Context: an optimization exercise on an open-source flow, tuned for small area and a short achievable clock period. The choices shown serve that exercise and are no tape-out recipe. The RTL was checked by simulation tests, not by an equivalence proof against the original design. Power and IR drop assume default switching activity.

--- design/flow/design.v ---
module g_nor2 (input logic A, B, output logic Y);
	assign Y = ~(A | B);
endmodule
module g_nand2 (input logic A, B, output logic Y);
	assign Y = ~(A & B);
endmodule
module g_nand3 (input logic A, B, C, output logic Y);
	assign Y = ~(A & B & C);
endmodule
module g_nor3 (input logic A, B, C, output logic Y);
	assign Y = ~(A | B | C);
endmodule
module g_nand4 (input logic A, B, C, D, output logic Y);
	assign Y = ~(A & B & C & D);
endmodule
module g_a22oi (input logic A1, A2, B1, B2, output logic Y);
	assign Y = ~(A1 & A2 | B1 & B2);
endmodule
module g_o21ai (input logic A1, A2, B1, output logic Y);
	assign Y = ~((A1 | A2) & B1);
endmodule
module g_mux2i (input logic A0, A1, S, output logic Y);
	assign Y = ~(S ? A1 : A0);
endmodule
module rf_hold (input logic we, we_n, input logic [63:0] wd, q, output logic [63:0] d);
	assign d = ({64{we}} & wd) | ({64{we_n}} & q);
endmodule
module zero64_n (input logic [63:0] d, output logic y_n);
	logic [31:0] l1;
	logic [7:0]  l2;
	logic [3:0]  l3;
	genvar i;
	for (i = 0; i < 32; i++) begin : a
		g_nor2 u (.A(d[2*i]), .B(d[2*i+1]), .Y(l1[i]));
	end
	for (i = 0; i < 8; i++) begin : b
		g_nand4 u (.A(l1[4*i]), .B(l1[4*i+1]), .C(l1[4*i+2]), .D(l1[4*i+3]), .Y(l2[i]));
	end
	for (i = 0; i < 4; i++) begin : c
		g_nor2 u (.A(l2[2*i]), .B(l2[2*i+1]), .Y(l3[i]));
	end
	g_nand4 u (.A(l3[0]), .B(l3[1]), .C(l3[2]), .D(l3[3]), .Y(y_n));
endmodule
function automatic logic [63:0] bk64(input logic [63:0] g, input logic [63:0] p, input logic cin);
	logic [63:0] gg, pp;
	gg = g;
	pp = p;
	gg[0] = g[0] | (p[0] & cin);
	for (int l = 0; l < 6; l++)
		for (int i = 0; i < 64; i++)
			if (((i + 1) % (2 << l)) == 0) begin
				gg[i] = gg[i] | (pp[i] & gg[i - (1 << l)]);
				pp[i] = pp[i] & pp[i - (1 << l)];
			end
	for (int l = 4; l >= 0; l--)
		for (int i = 0; i < 64; i++)
			if (((i + 1) % (2 << l)) == (1 << l) && i >= (2 << l))
				gg[i] = gg[i] | (pp[i] & gg[i - (1 << l)]);
	bk64 = gg;
endfunction
module ex_alu (input logic [63:0] a, bop, input logic [5:0] shamt,
               input logic sub, lsr, op_and, op_xor,
               output logic [63:0] res, output logic nv);
	logic [63:0] b, p, g, c, sum;
	assign b   = bop ^ {64{sub}};
	assign p   = a ^ b;
	assign g   = a & b;
	assign c   = bk64(g, p, sub);
	assign sum = p ^ {c[62:0], sub};
	assign nv  = a[63] ^ b[63] ^ c[63];
	assign res = lsr ? (a >> shamt) : op_and ? g : op_xor ? p : sum;
endmodule
module pc_cand (input logic [63:2] pc, pc_id, input logic [25:0] off, input logic reset,
                output logic [63:2] inc_n, tgt_n);
	logic [61:0] ob, tg, tp;
	logic [63:0] tc, ic;
	assign ob = {{36{off[25]}}, off};
	assign tg = pc_id & ob;
	assign tp = pc_id ^ ob;
	assign tc = bk64({2'd0, tg}, {2'd0, tp}, 1'b0);
	assign ic = bk64(64'd0, {2'd0, pc}, 1'b1);
	assign tgt_n = ~(tp ^ {tc[60:0], 1'b0}) | {62{reset}};
	assign inc_n = ~(pc ^ {ic[60:0], 1'b1}) | {62{reset}};
endmodule
module rd_aoi3 (input logic [2:0] s, input logic [2:0] d, output logic y);
	assign y = ~|(s & d);
endmodule
module rd_bit (input logic [33:0] s, input logic [33:0] d, output logic y);
	logic [11:0] t;
	genvar k;
	for (k = 0; k < 11; k++) begin : g
		rd_aoi3 u (.s(s[3*k+2:3*k]), .d(d[3*k+2:3*k]), .y(t[k]));
	end
	assign t[11] = ~(s[33] & d[33]);
	assign y = ~&t;
endmodule
module rd_bitb (input logic [33:0] s, input logic [33:0] d, output logic base_n, y);
	logic [10:0] t;
	logic u, n0, n1, n2;
	genvar k;
	for (k = 0; k < 10; k++) begin : g
		rd_aoi3 u (.s(s[3*k+2:3*k]), .d(d[3*k+2:3*k]), .y(t[k]));
	end
	g_a22oi c10 (.A1(s[30]), .A2(d[30]), .B1(s[31]), .B2(d[31]), .Y(t[10]));
	g_a22oi cu (.A1(s[32]), .A2(d[32]), .B1(s[33]), .B2(d[33]), .Y(u));
	g_nand4 c0 (.A(t[0]), .B(t[1]), .C(t[2]), .D(t[3]), .Y(n0));
	g_nand4 c1 (.A(t[4]), .B(t[5]), .C(t[6]), .D(t[7]), .Y(n1));
	g_nand3 c2 (.A(t[8]), .B(t[9]), .C(t[10]), .Y(n2));
	g_nor3 cb (.A(n0), .B(n1), .C(n2), .Y(base_n));
	g_nand2 cy (.A(base_n), .B(u), .Y(y));
endmodule
module ones64 (input logic [63:0] d, output logic y);
	logic [15:0] l1;
	logic [7:0]  l2;
	logic [1:0]  l3;
	genvar i;
	for (i = 0; i < 16; i++) begin : a
		g_nand4 u (.A(d[4*i]), .B(d[4*i+1]), .C(d[4*i+2]), .D(d[4*i+3]), .Y(l1[i]));
	end
	for (i = 0; i < 8; i++) begin : b
		g_nor2 u (.A(l1[2*i]), .B(l1[2*i+1]), .Y(l2[i]));
	end
	for (i = 0; i < 2; i++) begin : c
		g_nand4 u (.A(l2[4*i]), .B(l2[4*i+1]), .C(l2[4*i+2]), .D(l2[4*i+3]), .Y(l3[i]));
	end
	g_nor2 u (.A(l3[0]), .B(l3[1]), .Y(y));
endmodule
module SSCPU (clk, reset, imem_addr, imem_rdata,
              dmem_addr, dmem_we, dmem_re, dmem_wdata, dmem_rdata);
	input  logic        clk, reset;
	output logic [63:0] imem_addr;
	input  logic [31:0] imem_rdata;
	output logic [63:0] dmem_addr;
	output logic        dmem_we, dmem_re;
	output logic [63:0] dmem_wdata;
	input  logic [63:0] dmem_rdata;
	logic [63:2] pc, pc_id, next_pc;	 
	logic [31:0] ir;
	always_ff @(posedge clk) begin
		pc    <= next_pc;	 
		pc_id <= pc;
	end
	always_ff @(posedge clk) begin
		if (reset) {ir[31:30], ir[28]} <= 3'b000;
		else       {ir[31:30], ir[28]} <= {imem_rdata[31:30], imem_rdata[28]};
		{ir[29], ir[27:0]} <= {imem_rdata[29], imem_rdata[27:0]};
	end
	assign imem_addr = {pc, 2'b00};
	logic [10:0] op;
	logic i_addi, i_adds, i_ldur, i_stur, i_b, i_cbz, i_bc, i_and, i_eor, i_lsr, i_subs;
	logic reg2loc, regwrite, alusrc;
	logic [4:0] rn, rd, rm, rb;
	assign op     = ir[31:21];
	assign i_addi = op[10:1] == 10'b1001000100;
	assign i_adds = op == 11'b10101011000;
	assign i_ldur = op == 11'b11111000010;
	assign i_stur = op == 11'b11111000000;
	assign i_b    = op[10:5] == 6'b000101;
	assign i_cbz  = op[10:3] == 8'b10110100;
	assign i_bc   = op[10:3] == 8'b01010100;
	assign i_and  = op == 11'b10001010000;
	assign i_eor  = op == 11'b11001010000;
	assign i_lsr  = op == 11'b11010011010;
	assign i_subs = op == 11'b11101011000;
	assign reg2loc  = i_adds | i_subs | i_and | i_eor;
	assign regwrite = i_addi | i_adds | i_subs | i_and | i_eor | i_lsr | i_ldur;
	assign alusrc   = i_addi | i_ldur | i_stur;
	assign rd = ir[4:0];
	assign rn = ir[9:5];
	assign rm = ir[20:16];
	assign rb = reg2loc ? rm : rd;
	logic [63:0] ex_a, ex_b, ex_res;
	logic [11:0] ex_imm;
	logic        ex_isgn, ex_alusrc, ex_sub, ex_and, ex_xor, ex_lsr;
	logic        ex_fwen, ex_regwrite, ex_memread, ex_memwrite, ex_nv;
	logic [4:0]  ex_rd;
	logic [63:0] mem_res, mem_wdata, mem_val;
	logic [4:0]  mem_rd;
	logic        mem_regwrite, mem_memread, mem_memwrite;
	logic        nv_q;
	logic [30:0][63:0] rf;
	logic [63:0] da, db, db_base_n;
	logic [31:0] dec_a, dec_b, wsel;
	logic fa_ex, fa_mem, fb_ex, fb_mem;
	logic [33:0] sel_a, sel_b;
	logic [30:0] rf_we;
	assign dec_a = 32'd1 << rn;
	assign dec_b = 32'd1 << rb;
	assign wsel  = 32'd1 << mem_rd;
	assign rf_we = wsel[30:0] & {31{mem_regwrite}};
	logic [30:0] rf_we_n;
	logic [30:0][63:0] rf_d;
	assign rf_we_n = ~wsel[30:0] | {31{!mem_regwrite}};
	genvar wr;
	for (wr = 0; wr < 31; wr++) begin : rfr
		rf_hold h (.we(rf_we[wr]), .we_n(rf_we_n[wr]), .wd(mem_val), .q(rf[wr]), .d(rf_d[wr]));
	end
	always_ff @(posedge clk) rf <= rf_d;
	assign fa_ex  = rn != 5'd31 && ex_regwrite && rn == ex_rd;
	assign fa_mem = rn != 5'd31 && mem_regwrite && rn == mem_rd;
	assign fb_ex  = rb != 5'd31 && ex_regwrite && rb == ex_rd;
	assign fb_mem = rb != 5'd31 && mem_regwrite && rb == mem_rd;
	assign sel_a = {fa_ex, !fa_ex && fa_mem && !mem_memread, !fa_ex && fa_mem && mem_memread,
	                dec_a[30:0] & {31{!fa_ex && !fa_mem}}};
	assign sel_b = {!fb_ex && fb_mem && mem_memread, fb_ex, !fb_ex && fb_mem && !mem_memread,
	                dec_b[30:0] & {31{!fb_ex && !fb_mem}}};
	genvar gi, gr;
	for (gi = 0; gi < 64; gi++) begin : rdp
		logic [33:0] src_a, src_b;
		assign src_a[33] = ex_res[gi];
		assign src_a[32] = mem_res[gi];
		assign src_a[31] = dmem_rdata[gi];
		assign src_b[33] = dmem_rdata[gi];
		assign src_b[32] = ex_res[gi];
		assign src_b[31] = mem_res[gi];
		for (gr = 0; gr < 31; gr++) begin : rr
			assign src_a[gr] = rf[gr][gi];
			assign src_b[gr] = rf[gr][gi];
		end
		rd_bit  ua (.s(sel_a), .d(src_a), .y(da[gi]));
		rd_bitb ub (.s(sel_b), .d(src_b), .base_n(db_base_n[gi]), .y(db[gi]));
	end
	logic lt, x_n, ld_n, zex_n, zld_n, zbase;
	logic [25:0] boff;
	logic [63:2] inc_n, tgt_n;
	logic [7:0] taken;
	zero64_n zex (.d(ex_res), .y_n(zex_n));
	zero64_n zld (.d(dmem_rdata), .y_n(zld_n));
	ones64 zbs (.d(db_base_n), .y(zbase));
	assign lt   = i_bc && rd == 5'b01011;
	assign x_n  = !(i_b | (lt & (ex_fwen ? ex_nv : nv_q)) |
	                (i_cbz & fb_ex & !zex_n) |
	                (i_cbz & !fb_ex & !fb_mem & zbase) |
	                (i_cbz & !fb_ex & fb_mem & !mem_memread & zbase));
	assign ld_n = !(i_cbz & !fb_ex & fb_mem & mem_memread);
	assign boff = i_b ? ir[25:0] : {{7{ir[23]}}, ir[23:5]};
	pc_cand pcc (.pc, .pc_id, .off(boff), .reset, .inc_n, .tgt_n);
	genvar ti;
	for (ti = 0; ti < 8; ti++) begin : tk
		g_o21ai u (.A1(ld_n), .A2(zld_n), .B1(x_n), .Y(taken[ti]));
	end
	for (ti = 2; ti < 64; ti++) begin : pm
		g_mux2i u (.A0(inc_n[ti]), .A1(tgt_n[ti]), .S(taken[(ti - 2) / 8]),
		                            .Y(next_pc[ti]));
	end
	logic zimm;
	assign zimm = i_addi | i_lsr;
	always_ff @(posedge clk) begin
		ex_a      <= da;
		ex_b      <= db;
		ex_imm    <= zimm ? ir[21:10] : {{3{ir[20]}}, ir[20:12]};
		ex_isgn   <= !zimm && ir[20];
		ex_alusrc <= alusrc;
		ex_sub    <= i_subs;
		ex_and    <= i_and;
		ex_xor    <= i_eor;
		ex_lsr    <= i_lsr;
		ex_rd     <= rd;
		if (reset) begin
			ex_fwen     <= 1'b0;
			ex_regwrite <= 1'b0;
			ex_memread  <= 1'b0;
			ex_memwrite <= 1'b0;
		end else begin
			ex_fwen     <= i_adds | i_subs;
			ex_regwrite <= regwrite;
			ex_memread  <= i_ldur;
			ex_memwrite <= i_stur;
		end
	end
	logic [63:0] bop;
	assign bop = ex_alusrc ? {{52{ex_isgn}}, ex_imm} : ex_b;
	ex_alu alu (.a(ex_a), .bop, .shamt(ex_imm[5:0]), .sub(ex_sub), .lsr(ex_lsr),
	            .op_and(ex_and), .op_xor(ex_xor), .res(ex_res), .nv(ex_nv));
	always_ff @(posedge clk) begin
		if (reset)        nv_q <= 1'b0;
		else if (ex_fwen) nv_q <= ex_nv;
	end
	always_ff @(posedge clk) begin
		mem_res   <= ex_res;
		mem_wdata <= ex_b;
		mem_rd    <= ex_rd;
		if (reset) begin
			mem_regwrite <= 1'b0;
			mem_memread  <= 1'b0;
			mem_memwrite <= 1'b0;
		end else begin
			mem_regwrite <= ex_regwrite;
			mem_memread  <= ex_memread;
			mem_memwrite <= ex_memwrite;
		end
	end
	assign dmem_addr  = mem_res;
	assign dmem_we    = mem_memwrite;
	assign dmem_re    = mem_memread;
	assign dmem_wdata = mem_wdata;
	assign mem_val    = mem_memread ? dmem_rdata : mem_res;
endmodule
--- design/flow/flow/run.sh ---
#!/bin/bash
set -euo pipefail
bash standard.sh \
  BUFFER_PORTS_ARGS="-buffer_cell sky130_fd_sc_hd__buf_2" \
  CTS_ARGS="-sink_clustering_enable -repair_clock_nets -dont_use_dummy_load -sink_clustering_size 24 -sink_clustering_max_diameter 100 -buf_list sky130_fd_sc_hd__clkbuf_16" \
  finish > standard_flow.log 2>&1
--- design/flow/standard.sh ---
#!/bin/bash
# synth_recipe.tcl (not shown) runs the flow's synth.tcl, then flattens the netlist and writes it again
# the make line also repeats each setting of config.mk as NAME=value (left out here)
make -C /OpenROAD-flow-scripts/flow DESIGN_CONFIG=/design/flow/config.mk WORK_HOME=/design/flow/orfs CLKGATE_MAP_FILE= SYNTH_SCRIPT=/design/flow/synth_recipe.tcl "${@:-finish}"
--- design/flow/config.mk ---
export PLATFORM = sky130hd
export DESIGN_NAME = SSCPU
export DESIGN_NICKNAME = SSCPU
export VERILOG_FILES = /design/flow/design.v
export SDC_FILE = /design/flow/constraint.sdc
export NUM_CORES = 4
export LEC_CHECK = 0
export CAP_MARGIN = 20
export CORE_MARGIN = 2
export CORE_UTILIZATION = 45
export PLACE_DENSITY = 0.55
export SLEW_MARGIN = 45
export SYNTH_HIERARCHICAL = 1
export SYNTH_MINIMUM_KEEP_SIZE = 0
--- design/flow/constraint.sdc ---
create_clock -name core_clock -period 36.0 [get_ports {clk}]
set_input_delay 7.2000 -clock core_clock [delete_from_list [all_inputs] [get_ports {clk}]]
set_output_delay 7.2000 -clock core_clock [all_outputs]
set_load 0.01 [all_outputs]
==> qor.txt <==
Startpoint types - input pin
Slew headroom - 35.1%
Setup repair after global routing missed its margin - no
Total core area - 240000 um^2
Post-synthesis async set-or-reset flop share - 0%
Final nets - 9760
Reg clk slew, reported paths - 0.10 ns
Utilization after layout - 47.8%
TritonCTS Buffers - 115
First-pass GRT wire length - 768 mm
Tmin final - 9.80 ns
Detailed Place HPWL - 351 mm
Post-synth EDFFs - 0
VDD IR max - 0.0418 mV
CP max FO - 6
DRC viols - 0
CTS tree - yes
Final setup TNS - 0 ns
Max-cap violations - 0
Antenna violations before repair - 55
Highest-delay cell along the critical path - nor2_1
Post-Syn Area - 109000 um^2
Most common flop cell mapped by yosys - dfxtp_1
Post-CTS resize count - 0
Die height - 495 um
Tot Pwr - 4330 uW
TritonCTS Sinks - 2432
CP Data Arrival Time - 10.56 ns
Starting Density - 45.2%
Final worst setup slack - 26.20 ns
Clock Latency Late Sink - 0.86 ns
Port Buffers - 289
Worst slack, placed - 25.61 ns
IO Count - 292
Avg Cell Area, Syn - 11.6 um^2
Synthesized netlist cell count - 9392
CTS Hold Bufs - 0
Post-CTS Setup Bufs - 0
Static leakage - 0.0436 uW
Slowest Stage Delay on Critical Path - 0.68 ns
Vias/cell - 8.15
Pre-antenna DRT Iters - 15
H-tree depth - 3
Cells along the critical path - buf_2, nor2_1, nand4_1, nor2_1, nand4_1, buf_4, buf_4, o21ai_1, mux2i_1
Setup crit end kind - flop
DIE WIDTH - 495 um
Final WL - 567 mm
CTS root buf - clkbuf_16
Total gr overflow - 0
Fin crit share - 27.2%
Setup Skew - 0.0852 ns
Row cnt - 180
Die area - 245000 um^2
Number of fill cells in the layout - 22000
Status - finished clean
Routability congestion estimate from global placement - 1.05
Detail Route Antenna Nets - 0
Worst setup path class - input pin to flop
Setup-violating endpoint count in the final report - 0
Data required, critical path - 36.76 ns
Final hold violation count - 0
Total GRT Usage - 43.8%
Max Transition Viols Final - 0
Vias in the first global route - 97000
DR vias - 103000
Slew @ Worst Pin - 0.974 ns
Cell Pwr Density - 37.7 nW/um^2
Yosys reg bits - 2432
Register area share after synthesis - 44.9%
Fmax - 0.102 GHz
WHS - 0.364 ns
Wire per inst - 44.8 um
Post-synthesis cell type count - 86
Area growth, synth to finish - 5.65%
Hold Path Class - flop to flop
Largest net degree at the start of global routing - 136
DR iter-0 viols - 25600
Layout cells sized above 1 - 14.6%
Synthesis warning total - 9
Max Buffers Root-to-Sink - 3
-- routing by layer --
layer  vias up  GRT usage, %  share of wire [%]
met1     51400          54.8                 37
met4        53          25.2                6.7
met3      2184          18.8                 16
met5         -          1.14              0.095
li1      39900             -                  -
met2      9737          62.6                 41
-- modules after synthesis (local to each module, per instance), a selection --
module,flip-flops and latches,cells inside,times used
ex_alu,0,1037,1
pc_cand,0,565,1
g_nor2,0,1,81
SSCPU,2432,3137,1
g_nand2,0,1,64
g_nand4,0,1,164
g_nor3,0,1,64
-- cell usage after synthesis (64+ instances only) --
master | number | share of area [%]
a22oi_2 | 128 | 1.5
nand4_1 | 316 | 1.8
mux4_2 | 75 | 1.6
buf_4 | 72 | 0.50
nor2_1 | 234 | 0.81
o21ai_0 | 133 | 0.61
mux2_2 | 150 | 1.6
clkbuf_1 | 111 | 0.38
xor2_1 | 120 | 0.97
a21oi_1 | 134 | 0.62
ha_1 | 154 | 1.8
nand2b_1 | 132 | 0.76
nand3_1 | 143 | 0.66
mux2i_1 | 152 | 1.4
inv_1 | 198 | 0.68
dfxtp_1 | 2432 | 45
a2111o_1 | 64 | 0.66
a22o_1 | 1984 | 16
nor3_2 | 65 | 0.60
buf_6 | 436 | 4.5
nand2_1 | 249 | 0.86
a222oi_1 | 1345 | 12
-- flip-flops by register name, summed over array words and instances, names as in the netlist, 5 cells and up --
register   flops
ex_a          64
ex_b          64
ex_imm        12
ex_rd          5
ir            32
mem_rd         5
mem_res       64
mem_wdata     64
pc            62
pc_id         62
rf          1984
-- final timing paths --
kind | depth (start not counted) | slack (ns) | startpoint | to
setup / recovery | 9 | 26.20 | dmem_rdata[23] | pc[63]$_DFF_P_
hold / removal | 0 | 0.36 | ex_b[36]$_DFF_P_ | mem_wdata[36]$_DFF_P_
setup reg to reg | 22 | 26.88 | ir[22]$_DFF_P_ | pc[63]$_DFF_P_
hold reg to reg | 0 | 0.36 | ex_b[36]$_DFF_P_ | mem_wdata[36]$_DFF_P_
-- area by class of cell --
type	instances	area [um^2]	area share [%]
Antenna cell	29	72.6	0.0633
Sequential cell	2432	48700	42.5
Inverter	201	842	0.734
Clock buffer	115	2880	2.51
Multi-Input combinational cell	6107	54100	47.2
Tap cell	3185	3990	3.48
Timing Repair Buffer	588	4050	3.53
-- power by group --
group	leakage [uW]	internal [uW]	switching, uW
Sequential	0.0196	2690	12.0
Combinational	0.0226	35.4	102
Clock	0.00142	569	917
-- worst max-delay path: cells and delay by family --
family          cells  cell delay, ns
simple gates        4            1.92
mux                 1            0.27
buf+inv             3            0.59
compound gates      1            0.55
-- metrics by stage --
stage / area [um^2] / cells
after global placement: 111000 / 12500
after global routing: 115000 / 12600
final: 115000 / 12700
after detailed placement: 111000 / 12500
after floorplan: 109000 / 9393
after CTS: 114000 / 12600
-- cells by family after synthesis --
group	count (synthesis)	synth area share, %
AO/OA/AOI/OAI	3991	33.2
multiplexers	383	4.58
adder cells (fa/ha/maj)	217	2.94
other	1	0.00346
XOR/XNOR	167	1.35
flip-flops	2432	44.9
buffers and inverters	854	6.24
AND/OR/NAND/NOR	1347	6.81
-- cells in the final DEF, fill, tap and decap left out, types with 19 or more instances in the layout --
cell type,count
dfxtp_1,2418
a22o_1,1984
a222oi_1,1345
nand4_1,316
buf_2,292
buf_4,236
nand2_1,217
nor2_1,206
inv_1,165
ha_1,154
mux2i_1,149
mux2_2,147
nand3_1,143
a21oi_1,134
nand2b_1,131
a22oi_2,128
xor2_1,120
o21ai_0,117
clkbuf_16,115
nor3_2,106
mux4_2,75
a2111o_1,64
fa_1,63
xnor2_1,47
a21o_1,45
buf_6,44
nor2b_1,35
diode_2,29
inv_4,29
or2_2,27
o211ai_1,26
o22ai_2,26
nor2_4,24
nand2_4,23
o21ai_2,19

port drivers added, routing unchanged:
No port has a modelled driver above. Below, the same layout with a new extraction and two added sets of constraints.
Step 1 assumes that a clkbuf_16 drives the clock port and a buf_2 every other input.
Step 2 moves the port delays by t, midway between the first and last clock arrival at a register: inputs arrive t later, outputs are due t later. That takes back most of the time a late clock gives input paths.
Three values: no drivers, after step 1, after step 2; two values: the first two.
t, ns: 0.921
slack for setup (ns): 26.204 / 26.192 / 25.270
hold slack, ns: 0.364 / 0.364 / 0.364
clock arrival spread, ns: 0.086 / 0.087
slew at the worst register clock pin (ns): 0.11 / 0.11
After both steps setup and hold are still met in this run. For this run, drivers alone change the setup slack by -0.012 ns; drivers and shift together by -0.934 ns.
